Context: an optimization exercise on an open-source flow, tuned for small area and a short achievable clock period. The choices shown serve that exercise and are no tape-out recipe.
In this exercise RTL edits were held to simulation tests only and were not proved equivalent to the original.
No activity file was given, so power comes from the tool's default toggle rates.

Design pipelined_divider, start of the top module:
module pipelined_divider (input             clock,
                          input             reset,
                          input             input_valid,
                          input       [5:0] input_tag,
                          input      [23:0] divisor,
                          input      [31:0] dividend,
                          output reg        output_valid,
                          output reg  [5:0] output_tag,
                          output reg [31:0] quotient,
                          output reg [31:0] remainder);
For scale: about 13000 cells after synthesis, ~1600 flip-flops, roughly 140 I/O pins.
==> flow/config.mk <==
export PLATFORM = sky130hd
export DESIGN_NAME = pipelined_divider
export DESIGN_NICKNAME = pipelined_divider
export VERILOG_FILES = /design/flow/design.v
export SDC_FILE = /design/flow/constraint.sdc
export NUM_CORES = 4
export LEC_CHECK = 0
export ABC_AREA = 1
export ABC_CLOCK_PERIOD_IN_PS = 3000
export CAP_MARGIN = 20
export CORE_MARGIN = 2
export CORE_UTILIZATION = 40
export CTS_CLUSTER_DIAMETER = 80
export CTS_CLUSTER_SIZE = 30
export SETUP_SLACK_MARGIN = 4.35
export SLEW_MARGIN = 20
export TNS_END_PERCENT = 20
==> flow/constraint.sdc <==
create_clock -name core_clock -period 7.0 [get_ports {clock}]
set_input_delay 1.4000 -clock core_clock [delete_from_list [all_inputs] [get_ports {clock}]]
set_output_delay 1.4000 -clock core_clock [all_outputs]
set_load 0.01 [all_outputs]
standard.sh (not shown) runs the stock make flow with config.mk's settings and CLKGATE_MAP_FILE= SYNTH_SCRIPT=/design/flow/synth_recipe.tcl, a recipe that flattens the netlist after the stock synthesis.
==> flow/flow/run.sh <==
#!/bin/bash
set -euo pipefail
here=$(cd "$(dirname "$0")" && pwd)
source "$here/vars.sh"
bash standard.sh > flow.log 2>&1
==> flow/flow/vars.sh <==
# ORFS variables for this flow (see run.sh)
# No full-adder cell mapping in synthesis: ABC maps the adders itself.
export ADDER_MAP_FILE=
# Port buffers: a plain buffer rather than the default pick (a delay cell).
export BUFFER_PORTS_ARGS="-buffer_cell sky130_fd_sc_hd__buf_2"
Rerun with:
--- a/flow/config.mk
+++ b/flow/config.mk
@@ -10,5 +10,5 @@
 export CAP_MARGIN = 20
 export CORE_MARGIN = 2
-export CORE_UTILIZATION = 40
+export CORE_UTILIZATION = 45
 export CTS_CLUSTER_DIAMETER = 80
 export CTS_CLUSTER_SIZE = 30
Die area drops by 11%; cell area shrinks by 1.7%; area after synthesis does not change; setup slack gets worse by 0.032 ns; routed wire length came out lower by 2.6%; total power hardly moves; non-clock buffer count came out lower by 31; via count drops by 0.47%; first-iteration DRC count hardly moves.
Rerun with:
--- a/flow/config.mk
+++ b/flow/config.mk
@@ -10,8 +10,7 @@
 export CAP_MARGIN = 20
 export CORE_MARGIN = 2
-export CORE_UTILIZATION = 45
+export CORE_UTILIZATION = 40
 export CTS_CLUSTER_DIAMETER = 80
 export CTS_CLUSTER_SIZE = 30
-export SETUP_SLACK_MARGIN = 4.35
+export SETUP_SLACK_MARGIN = 4.25
 export SLEW_MARGIN = 20
-export TNS_END_PERCENT = 20
Via count is about the same.
Setup slack is better by 0.016 ns.
Maximum frequency is higher by 0.60%.
Sequential share of layout area fell by 0.13 points.
Rerun with:
--- a/flow/config.mk
+++ b/flow/config.mk
@@ -13,4 +13,5 @@
 export CTS_CLUSTER_DIAMETER = 80
 export CTS_CLUSTER_SIZE = 30
-export SETUP_SLACK_MARGIN = 4.25
+export SETUP_SLACK_MARGIN = 4.4
 export SLEW_MARGIN = 20
+export TNS_END_PERCENT = 5
Outcome:
- The changed run completed with no timing, DRC or antenna violations
- routed wire length came out higher slightly
- clock skew is about the same
- final area goes up slightly
- maximum frequency hardly moves
- combinational power is about the same
- cell count stays flat
- worst hold slack hardly moves
- synthesized cell count stays the same
- power climbs slightly
- worst setup slack improved by 0.0045 ns
- clock power hardly moves

---

Setup of run A:
Another version of the RTL of pipelined_divider (not shown whole).
Size in the first run: about 8400 cells after synthesis.
Settings: LEC_CHECK=0, ABC_CLOCK_PERIOD_IN_PS=3000, CAP_MARGIN=20, CORE_MARGIN=2, CORE_UTILIZATION=60, PLACE_DENSITY=0.7, SETUP_SLACK_MARGIN=3.6, SLEW_MARGIN=20; clock period 7.0 ns.
run.sh (not shown) runs the stock make flow with config.mk's settings and CLKGATE_MAP_FILE= SYNTH_SCRIPT=/design/flow/synth_recipe.tcl, a recipe that flattens the netlist after the stock synthesis.
Stock flow here: none of the scripts above is used.
Changes in run B relative to run A:
# run A
export LEC_CHECK = 0
export ABC_CLOCK_PERIOD_IN_PS = 3000
export CAP_MARGIN = 20
export CORE_MARGIN = 2
export CORE_UTILIZATION = 60
export PLACE_DENSITY = 0.7
export SETUP_SLACK_MARGIN = 3.6
export SLEW_MARGIN = 20
create_clock -name core_clock -period 7.0 [get_ports {clock}]
# run B
export LEC_CHECK = 0
export ABC_AREA = 1
export ABC_CLOCK_PERIOD_IN_PS = 3000
export CAP_MARGIN = 20
export CORE_MARGIN = 2
export CORE_UTILIZATION = 40
export CTS_CLUSTER_DIAMETER = 80
export CTS_CLUSTER_SIZE = 30
export SETUP_SLACK_MARGIN = 4.4
export SLEW_MARGIN = 20
create_clock -name core_clock -period 7.0 [get_ports {clock}]
==> flow/flow/run.sh (new file) <==
#!/bin/bash
set -euo pipefail
here=$(cd "$(dirname "$0")" && pwd)
source "$here/vars.sh"
bash standard.sh > flow.log 2>&1
==> flow/flow/vars.sh (new file) <==
# ORFS variables for this flow (see run.sh)
# No full-adder cell mapping in synthesis: ABC maps the adders itself.
export ADDER_MAP_FILE=
# Port buffers: a plain buffer rather than the default pick (a delay cell).
export BUFFER_PORTS_ARGS="-buffer_cell sky130_fd_sc_hd__buf_2"
==> flow/standard.sh (new file) <==
#!/bin/bash
# synth_recipe.tcl (not shown) runs the flow's synth.tcl, then flattens the netlist and writes it again
# the make line also repeats each setting of config.mk as NAME=value (left out here)
make -C /OpenROAD-flow-scripts/flow DESIGN_CONFIG=/design/flow/config.mk WORK_HOME=/design/flow/orfs CLKGATE_MAP_FILE= SYNTH_SCRIPT=/design/flow/synth_recipe.tcl "${@:-finish}"
removed: flow/run.sh
Taking run A as the reference, in run B fraction of area in registers decreased 2.4 points, share of the clock period used by the worst path decreased 9.6 points.
In the metrics for run B and run A, the one carrying the higher synthesized cell count is run B.
Number of clock buffer instances in the layout in run B is 113 below run A.
Run B closes out successfully: all stages finished, all timing, DRC and antenna checks passed.
Comparing the two runs side by side, run B comes out ahead of run A on setup slack of the critical path after layout.
The post-synthesis sequential area ratio number comes out higher for run A vs run B.
Inputs modified between run B and run C:
# run B
export LEC_CHECK = 0
export ABC_AREA = 1
export ABC_CLOCK_PERIOD_IN_PS = 3000
export CAP_MARGIN = 20
export CORE_MARGIN = 2
export CORE_UTILIZATION = 40
export CTS_CLUSTER_DIAMETER = 80
export CTS_CLUSTER_SIZE = 30
export SETUP_SLACK_MARGIN = 4.4
export SLEW_MARGIN = 20
create_clock -name core_clock -period 7.0 [get_ports {clock}]
# run C
export LEC_CHECK = 0
export ABC_AREA = 1
export ABC_CLOCK_PERIOD_IN_PS = 3000
export CAP_MARGIN = 20
export CORE_MARGIN = 2
export CORE_UTILIZATION = 40
export SETUP_SLACK_MARGIN = 3.9
export SLEW_MARGIN = 20
create_clock -name core_clock -period 7.0 [get_ports {clock}]
==> flow/flow/vars.sh <==
# ORFS variables for this flow (see run.sh)
# No full-adder cell mapping in synthesis: ABC maps the adders itself.
export ADDER_MAP_FILE=
Results
Summary of run C over run B: average via count per standard cell lower, share of post-route cells with drive strength above 1 shrank by 8.4 points, total global-route track usage decreased 0.69 points, number of antenna violations at the first check in global routing up 1. Compared with run B, in run C average wire per standard cell lost 4.8%, overall die area now sits at about the same level.
> inputs changed (run C -> run D)
# run C
export LEC_CHECK = 0
export ABC_AREA = 1
export ABC_CLOCK_PERIOD_IN_PS = 3000
export CAP_MARGIN = 20
export CORE_MARGIN = 2
export CORE_UTILIZATION = 40
export SETUP_SLACK_MARGIN = 3.9
export SLEW_MARGIN = 20
create_clock -name core_clock -period 7.0 [get_ports {clock}]
# run D
export LEC_CHECK = 0
export ABC_CLOCK_PERIOD_IN_PS = 3000
export CAP_MARGIN = 20
export CORE_MARGIN = 2
export CORE_UTILIZATION = 40
export CTS_BUF_LIST = sky130_fd_sc_hd__clkbuf_8
export SETUP_SLACK_MARGIN = 3.6
export SLEW_MARGIN = 20
create_clock -name core_clock -period 7.0 [get_ports {clock}]
==> flow/run.sh (new file) <==
#!/bin/bash
# synth_recipe.tcl (not shown) runs the flow's synth.tcl, then flattens the netlist and writes it again
# the make line also repeats each setting of config.mk as NAME=value (left out here)
make -C /OpenROAD-flow-scripts/flow DESIGN_CONFIG=/design/flow/config.mk WORK_HOME=/design/flow/orfs CLKGATE_MAP_FILE= SYNTH_SCRIPT=/design/flow/synth_recipe.tcl finish
removed: flow/flow/run.sh
removed: flow/flow/vars.sh
removed: flow/standard.sh
--- outcome ---
Wire length of the first global-routing pass, run D and run C: larger value in run C
Of the two values seen for type of the worst setup path, reg2out was produced by run C and reg2reg by run D.
Compared to run C, the routing of run D uses less wire.
Switching component of the power went down by more than 10% going from run C to run D.
[run D vs run C] clock power share: lower in run D

---

Starting RTL as in the previous note.
Settings: LEC_CHECK=0, ABC_CLOCK_PERIOD_IN_PS=3000, CAP_MARGIN=20, CORE_MARGIN=2, CORE_UTILIZATION=40, SETUP_SLACK_MARGIN=3.9, SLEW_MARGIN=20; clock period 7.0 ns.
Stock flow here: none of the scripts above is used.
The starting point passed the timing, design-rule and antenna checks.
Edit:
==> flow/flow/run.sh (new file) <==
#!/bin/bash
set -euo pipefail
here=$(cd "$(dirname "$0")" && pwd)
source "$here/vars.sh"
bash standard.sh > flow.log 2>&1
==> flow/flow/vars.sh (new file) <==
# ORFS variables for this flow (see run.sh)
# No full-adder cell mapping in synthesis: ABC maps the adders itself.
export ADDER_MAP_FILE=
# Port buffers: a plain buffer rather than the default pick (a delay cell).
export BUFFER_PORTS_ARGS="-buffer_cell sky130_fd_sc_hd__buf_2"
==> flow/standard.sh (new file) <==
#!/bin/bash
# synth_recipe.tcl (not shown) runs the flow's synth.tcl, then flattens the netlist and writes it again
# the make line also repeats each setting of config.mk as NAME=value (left out here)
make -C /OpenROAD-flow-scripts/flow DESIGN_CONFIG=/design/flow/config.mk WORK_HOME=/design/flow/orfs CLKGATE_MAP_FILE= SYNTH_SCRIPT=/design/flow/synth_recipe.tcl "${@:-finish}"
--- a/flow/config.mk
+++ b/flow/config.mk
@@ -6,8 +6,9 @@
 export NUM_CORES = 4
 export LEC_CHECK = 0
+export ABC_AREA = 1
 export ABC_CLOCK_PERIOD_IN_PS = 3000
 export CAP_MARGIN = 20
 export CORE_MARGIN = 2
 export CORE_UTILIZATION = 40
-export SETUP_SLACK_MARGIN = 3.9
+export SETUP_SLACK_MARGIN = 4.2
 export SLEW_MARGIN = 20
removed: flow/run.sh
The changed run ran to the end with no violations.
Setup slack improves by 0.56 ns.
Register-to-register slack improved by 0.61 ns.
Synthesized area is higher by 9.3%.
Power goes down by 3.6%.
Design area shrinks by 1.8%.
Final cell count grows by 42%.
Via count rises by 36%.
Global-route usage rises by 5.9 points.
Die area is higher by 9.2%.
Fmax grows by 20%.
Flip-flop and latch count stays the same.
Edit:
==> flow/run.sh (new file) <==
#!/bin/bash
# synth_recipe.tcl (not shown) runs the flow's synth.tcl, then flattens the netlist and writes it again
# the make line also repeats each setting of config.mk as NAME=value (left out here)
make -C /OpenROAD-flow-scripts/flow DESIGN_CONFIG=/design/flow/config.mk WORK_HOME=/design/flow/orfs CLKGATE_MAP_FILE= SYNTH_SCRIPT=/design/flow/synth_recipe.tcl finish
--- a/flow/config.mk
+++ b/flow/config.mk
@@ -11,4 +11,4 @@
 export CORE_MARGIN = 2
 export CORE_UTILIZATION = 40
-export SETUP_SLACK_MARGIN = 4.2
+export SETUP_SLACK_MARGIN = 3.9
 export SLEW_MARGIN = 20
removed: flow/flow/run.sh
removed: flow/flow/vars.sh
removed: flow/standard.sh
The changed run went through all stages and came out clean. Count of clock-buffer cells in the layout increases by 13. Setup slack degrades by 0.29 ns. Global-route usage came out higher by 0.19 points.
Edit:
--- a/flow/config.mk
+++ b/flow/config.mk
@@ -6,9 +6,8 @@
 export NUM_CORES = 4
 export LEC_CHECK = 0
-export ABC_AREA = 1
 export ABC_CLOCK_PERIOD_IN_PS = 3000
 export CAP_MARGIN = 20
 export CORE_MARGIN = 2
 export CORE_UTILIZATION = 40
-export SETUP_SLACK_MARGIN = 3.9
+export SETUP_SLACK_MARGIN = 3.3
 export SLEW_MARGIN = 20
Outcome: Via count shrinks by 22%. Critical path depth rises by 3. Power fell by 11%. Clock skew goes down by 0.035 ns. Synthesized cell count shrinks by 25%. Design area fell by 7.2%.
Edit:
--- a/flow/config.mk
+++ b/flow/config.mk
@@ -10,4 +10,4 @@
 export CORE_MARGIN = 2
 export CORE_UTILIZATION = 40
-export SETUP_SLACK_MARGIN = 3.3
+export SETUP_SLACK_MARGIN = 3.6
 export SLEW_MARGIN = 20
After rerunning: Sequential power stays flat; non-clock buffer count came out higher by 153; design area rose by about 3%; sequential cell count does not change; total power rises by about 3%; critical path depth went down by 3; count of clock-buffer cells in the layout went down by 2; synthesized cell count does not change; worst hold slack gets better by 0.025 ns.
Edit:
==> flow/flow/run.sh (new file) <==
#!/bin/bash
set -euo pipefail
here=$(cd "$(dirname "$0")" && pwd)
source "$here/vars.sh"
bash standard.sh > flow.log 2>&1
==> flow/flow/vars.sh (new file) <==
# ORFS variables for this flow (see run.sh)
# No full-adder cell mapping in synthesis: ABC maps the adders itself.
export ADDER_MAP_FILE=
# Port buffers: a plain buffer rather than the default pick (a delay cell).
export BUFFER_PORTS_ARGS="-buffer_cell sky130_fd_sc_hd__buf_2"
==> flow/standard.sh (new file) <==
#!/bin/bash
# synth_recipe.tcl (not shown) runs the flow's synth.tcl, then flattens the netlist and writes it again
# the make line also repeats each setting of config.mk as NAME=value (left out here)
make -C /OpenROAD-flow-scripts/flow DESIGN_CONFIG=/design/flow/config.mk WORK_HOME=/design/flow/orfs CLKGATE_MAP_FILE= SYNTH_SCRIPT=/design/flow/synth_recipe.tcl "${@:-finish}"
--- a/flow/config.mk
+++ b/flow/config.mk
@@ -6,8 +6,11 @@
 export NUM_CORES = 4
 export LEC_CHECK = 0
+export ABC_AREA = 1
 export ABC_CLOCK_PERIOD_IN_PS = 3000
 export CAP_MARGIN = 20
 export CORE_MARGIN = 2
 export CORE_UTILIZATION = 40
-export SETUP_SLACK_MARGIN = 3.6
+export CTS_CLUSTER_DIAMETER = 80
+export CTS_CLUSTER_SIZE = 30
+export SETUP_SLACK_MARGIN = 4.2
 export SLEW_MARGIN = 20
removed: flow/run.sh
What happened: The new run ran to the end with no violations; global-route usage grows by 6.7 points; final cell count is higher by 45%; synthesized cell count climbs by 62%; hold slack stays flat; first-iteration DRC count went up by 140%; power went down by 3.4%; utilization goes down by 3.3 points; cell area climbs by 2.1%; count of clock-buffer cells in the layout decreases by 128; routed wire length goes up by 44%; critical path depth came out lower by 9.

## port drivers added, routing unchanged
The results above use ideal ports. As a check the final layouts listed here were re-extracted and re-timed, cells and wires unchanged. Step 1: set_driving_cell puts a clkbuf_16 on clock and a buf_2 on each other input, an assumption about the parent block. Step 2 moves the port delays by t, midway between the first and last clock arrival at a register: inputs arrive t later, outputs are due t later. That takes back most of the time a late clock gives input paths. a / b / c = ideal / step 1 / step 2; a / b = the first two.
run | t (ns) | slack for setup (ns) | hold WS [ns] | latest minus earliest clock arrival (ns) | cell pins on the clock port's net
the first run of note 1 | 0.872 | 4.259 / 4.176 / 3.905 | 0.307 / 0.307 / 0.307 | 0.084 / 0.084 | 1
the second run of note 1 | 0.866 | 4.227 / 4.212 / 4.211 | 0.309 / 0.309 / 0.309 | 0.058 / 0.058 | 1
the third run of note 1 | 0.873 | 4.243 / 4.182 / 3.894 | 0.305 / 0.305 / 0.305 | 0.083 / 0.083 | 1
the fourth run of note 1 | 0.869 | 4.248 / 4.181 / 3.927 | 0.303 / 0.303 / 0.303 | 0.084 / 0.083 | 1
run A | 0.861 | 3.576 / 3.576 / 3.576 | 0.299 / 0.299 / 0.299 | 0.083 / 0.083 | 1
run B | 0.847 | 4.246 / 4.162 / 4.304 | 0.314 / 0.314 / 0.314 | 0.056 / 0.057 | 1
run C | 0.916 | 3.970 / 3.879 / 3.941 | 0.284 / 0.284 / 0.284 | 0.075 / 0.076 | 1
run D | 1.047 | 3.614 / 3.614 / 3.614 | 0.275 / 0.275 / 0.275 | 0.071 / 0.070 | 1
the first run of note 3 | 0.893 | 3.655 / 3.655 / 3.655 | 0.309 / 0.309 / 0.309 | 0.058 / 0.057 | 1
the second run of note 3 | 0.916 | 4.211 / 4.119 / 4.264 | 0.282 / 0.282 / 0.282 | 0.077 / 0.077 | 1
the third run of note 3 | 0.942 | 3.917 / 3.876 / 3.917 | 0.273 / 0.273 / 0.273 | 0.099 / 0.098 | 1
the fourth run of note 3 | 0.901 | 3.429 / 3.429 / 3.429 | 0.286 / 0.286 / 0.286 | 0.057 / 0.057 | 1
the fifth run of note 3 | 0.886 | 3.580 / 3.580 / 3.580 | 0.311 / 0.311 / 0.311 | 0.059 / 0.058 | 1
the sixth run of note 3 | 0.849 | 4.240 / 4.156 / 4.246 | 0.314 / 0.314 / 0.314 | 0.053 / 0.053 | 1
After both steps setup and hold are still met in every run listed. The setup slack of the first run of note 1, which loses most, moves by -0.083 ns with the drivers and by -0.354 ns with both steps.
